This is an optimization exercise on Yosys and OpenROAD, whose aim is small area, a short achievable clock period and few clock cycles per item, not a production implementation. RTL that was checked went through simulation tests only; none was proved equivalent to the original.

==> inputs of lagoon <==
// tanh
module tanh (
    input  clk,
    input  rst,
    input  [13:0] i_x,
    input  i_valid,
    output o_ready,
    output [13:0] o_fx,
    output o_valid,
    input  i_ready
);
logic        adv;
logic [13:0] x0;
logic [1:0]  cnt;
logic        ov_r;
logic [13:0] e0, e1;
logic [0:0] m1_hc;
logic [17:0] m1_ha;
logic [17:0] m1_hb;
logic [13:0] x_s1;
logic [13:0] q_s2;
logic [13:0] x_s2;
logic [4:0] d1_one;
logic [3:0] d1_two;
logic [3:0] d1_neg;
logic [13:0] q_s3;
logic [13:0] x_s3;
logic [0:0] m2_hc;
logic [15:0] m2_ha;
logic [15:0] m2_hb;
logic [13:0] x_s4;
logic [13:0] q_s4;
logic [5:0] d2_one;
logic [4:0] d2_two;
logic [4:0] d2_neg;
logic [13:0] x_s5;
logic [13:0] q_s5;
logic [0:0] m3_hc;
logic [17:0] m3_ha;
logic [17:0] m3_hb;
logic [13:0] x_s6;
logic [13:0] q_s6;
logic [5:0] d3_one;
logic [5:0] d3_two;
logic [4:0] d3_neg;
logic [13:0] x_s7;
logic [13:0] q_s7;
logic [0:0] m4_hc;
logic [17:0] m4_ha;
logic [17:0] m4_hb;
logic [13:0] x_s8;
logic [13:0] q_s8;
logic [6:0] d4_one;
logic [6:0] d4_two;
logic [5:0] d4_neg;
logic [13:0] x_s9;
logic [13:0] q_s9;
logic [0:0] m5_hc;
logic [17:0] m5_ha;
logic [17:0] m5_hb;
logic [13:0] x_s10;
logic [14:0] r5p;
logic [6:0] dx_one;
logic [6:0] dx_two;
logic [6:0] dx_neg;
logic [0:0] m6_hc;
logic [17:0] m6_ha;
logic [17:0] m6_hb;
logic v0, v1, v2, v3, v4, v5, v6, v7, v8, v9, v10, v11, v12;
wire deliver = ov_r & i_ready;
wire arrive  = adv & v12;
wire [1:0] cnt_n = cnt + {1'b0, arrive} - {1'b0, deliver};
wire m1_pp_1 = x0[0] & x0[1];
wire m1_pp_2 = x0[0] & x0[2];
wire m1_pp_3 = x0[0] & x0[3];
wire m1_pp_4 = x0[0] & x0[4];
wire m1_pp_5 = x0[0] & x0[5];
wire m1_pp_6 = x0[0] & x0[6];
wire m1_pp_7 = x0[0] & x0[7];
wire m1_pp_8 = x0[0] & x0[8];
wire m1_pp_9 = x0[0] & x0[9];
wire m1_pp_10 = x0[0] & x0[10];
wire m1_pp_11 = x0[0] & x0[11];
wire m1_pp_12 = x0[0] & x0[12];
wire m1_pp_13 = ~(x0[0] & x0[13]);
wire m1_pp_14 = x0[1] & x0[2];
wire m1_pp_15 = x0[1] & x0[3];
wire m1_pp_16 = x0[1] & x0[4];
wire m1_pp_17 = x0[1] & x0[5];
wire m1_pp_18 = x0[1] & x0[6];
wire m1_pp_19 = x0[1] & x0[7];
wire m1_pp_20 = x0[1] & x0[8];
wire m1_pp_21 = x0[1] & x0[9];
wire m1_pp_22 = x0[10] & x0[1];
wire m1_pp_23 = x0[11] & x0[1];
wire m1_pp_24 = x0[12] & x0[1];
wire m1_pp_25 = ~(x0[13] & x0[1]);
wire m1_pp_26 = x0[2] & x0[3];
wire m1_pp_27 = x0[2] & x0[4];
  ...
Settings: LEC_CHECK=0, CAP_MARGIN=20, CORE_MARGIN=2, CORE_UTILIZATION=40, SETUP_SLACK_MARGIN=4.7, SLEW_MARGIN=20, SYNTH_HIERARCHICAL=1, SYNTH_MINIMUM_KEEP_SIZE=0; clock period 8.0 ns.
run.sh (not shown) runs the stock make flow with config.mk's settings and CLKGATE_MAP_FILE= SYNTH_SCRIPT=/design/flow/synth_recipe.tcl, a recipe that flattens the netlist after the stock synthesis.
==> ember: changes against lagoon <==
--- a/flow/design.v
+++ b/flow/design.v
@@ -22,14 +22,14 @@
 logic [4:0] d1_one;
 logic [3:0] d1_two;
 logic [3:0] d1_neg;
 logic [13:0] q_s3;
 logic [13:0] x_s3;
 logic [0:0] m2_hc;
-logic [15:0] m2_ha;
-logic [15:0] m2_hb;
+logic [17:0] m2_ha;
+logic [17:0] m2_hb;
 logic [13:0] x_s4;
 logic [13:0] q_s4;
 logic [5:0] d2_one;
 logic [4:0] d2_two;
 logic [4:0] d2_neg;
 logic [13:0] x_s5;
@@ -513,15 +513,15 @@
 wire m2_s_313, m2_c_313;
 tanh_fa m2_fa_313 (.a(m2_pp_256), .b(m2_pp_242), .c(m2_s_294), .s(m2_s_313), .co(m2_c_313));
 wire m2_s_314 = ~(m2_pp_257 ^ m2_pp_243);
 wire m2_c_315 = m2_pp_257 | m2_pp_243;
 wire [25:0] m2_ra = {1'b1, 1'b1, 1'b1, m2_c_315, m2_s_314, m2_s_313, m2_s_312, m2_s_311, m2_s_310, m2_s_309, m2_s_308, m2_s_307, m2_s_306, m2_s_305, m2_s_304, m2_s_303, m2_s_302, m2_s_301, m2_s_300, m2_s_299, m2_s_298, m2_s_297, m2_s_296, m2_s_295, m2_pp_185, m2_pp_184};
 wire [25:0] m2_rb = {1'b0, 1'b0, 1'b0, 1'b0, m2_c_313, m2_c_312, m2_c_311, m2_c_310, m2_c_309, m2_c_308, m2_c_307, m2_c_306, m2_c_305, m2_c_304, m2_c_303, m2_c_302, m2_c_301, m2_c_300, m2_c_299, m2_c_298, m2_c_297, m2_c_296, m2_c_295, d1_neg[1], 1'b0, d1_neg[0]};
-wire [10:0] m2_lo = m2_ra[9:0] + m2_rb[9:0];
-wire [15:0] m2_full = m2_ha + m2_hb + {15'd0, m2_hc};
-wire [13:0] m2_sum = m2_full[15:2];
+wire [8:0] m2_lo = m2_ra[7:0] + m2_rb[7:0];
+wire [17:0] m2_full = m2_ha + m2_hb + {17'd0, m2_hc};
+wire [13:0] m2_sum = m2_full[17:4];
 wire [9:0] m2_r = m2_sum[9:0];
 wire [5:0] d2_one_w = {~m2_r[9], (m2_r[8] ^ m2_r[7]), (m2_r[6] ^ m2_r[5]), (m2_r[4] ^ m2_r[3]), (m2_r[2] ^ m2_r[1]), m2_r[0]};
 wire [4:0] d2_two_w = {((m2_r[9] & (~m2_r[8] & ~m2_r[7])) | (~m2_r[9] & (m2_r[8] & m2_r[7]))), ((m2_r[7] & (~m2_r[6] & ~m2_r[5])) | (~m2_r[7] & (m2_r[6] & m2_r[5]))), ((m2_r[5] & (~m2_r[4] & ~m2_r[3])) | (~m2_r[5] & (m2_r[4] & m2_r[3]))), ((m2_r[3] & (~m2_r[2] & ~m2_r[1])) | (~m2_r[3] & (m2_r[2] & m2_r[1]))), (m2_r[1] & ~m2_r[0])};
 wire [4:0] d2_neg_w = {m2_r[9], m2_r[7], m2_r[5], m2_r[3], m2_r[1]};
 wire m3_pp_316 = ((d2_one[0] & q_s5[0]) ^ d2_neg[0]);
 wire m3_pp_317 = (((d2_one[0] & q_s5[1]) | (d2_two[0] & q_s5[0])) ^ d2_neg[0]);
@@ -1572,15 +1572,15 @@
         x_s2 <= x_s1;
         d1_one <= d1_one_w;
         d1_two <= d1_two_w;
         d1_neg <= d1_neg_w;
         q_s3 <= q_s2;
         x_s3 <= x_s2;
-        m2_hc <= m2_lo[10:10];
-        m2_ha <= m2_ra[25:10];
-        m2_hb <= m2_rb[25:10];
+        m2_hc <= m2_lo[8:8];
+        m2_ha <= m2_ra[25:8];
+        m2_hb <= m2_rb[25:8];
         x_s4 <= x_s3;
         q_s4 <= q_s3;
         d2_one <= d2_one_w;
         d2_two <= d2_two_w;
         d2_neg <= d2_neg_w;
         x_s5 <= x_s4;
SETUP_SLACK_MARGIN = 4.85   (was 4.7)
==> summary.txt <==
Run status
  – Status: no timing/DRC/antenna violations

Floorplan
  – DIE WIDTH: 322 um

Critical path
  – Cell count along the critical path: 6

Logic synthesis
  – Synth unique cells: 71

STA
  – Rel. slew slack: 0.328

Placed design
  – DP Area: between 40000 and 50000 sq um
  – Placer Congestion: 0.785

Global routing
  – All-layer global routing usage: 0.151
  – First-pass GRT wire length: 128000 um
The numbers above come from lagoon.

==> summary.txt <==
Run status
  – Status: no timing/DRC/antenna violations

Global routing
  – First-pass GRT wire length: 136000 um
  – All-layer global routing usage: 0.164

Route
  – Antenna-violating nets left: 0

Placed design
  – Placer Congestion: 0.871
  – DP Area: 41800 sq um

STA
  – Rel. slew slack: 0.227

Critical path
  – Cell count along the critical path: 10

Floorplan
  – DIE WIDTH: approximately 320 um

Logic synthesis
  – Synth unique cells: 76
The numbers above come from ember.

Testbench counts of ember, summed over its fixed seeds: cycles 16,112, items 16,000.
No functional check of the RTL was part of lagoon.

-- what the ideal ports hide --
The results above use ideal ports. As a check the final layouts listed here were re-extracted and re-timed, cells and wires unchanged.
Step 1 sets driving cells, clkbuf_16 on the clock port and buf_2 on the other inputs (assumed; they add their load-dependent delay and slew).
Step 2 also shifts input and output timing later by t, the mid clock arrival at the registers, as if the neighbouring blocks saw the same clock.
a / b / c = no drivers / after step 1 / after step 2; a / b = the first two.
| run | t, ns | setup WS [ns] | worst data-port slew with drivers (ns) | cell pins on the clock port's net |
|---|---|---|---|---|
| lagoon | 0.669 | 4.826 / 4.789 / 4.264 | 0.03 | 1 |
| ember | 0.680 | 4.876 / 4.853 / 4.507 | 0.04 | 1 |
After both steps every run listed still meets setup and hold. For lagoon, which loses most, drivers alone change the setup slack by -0.037 ns; drivers and shift together by -0.562 ns.
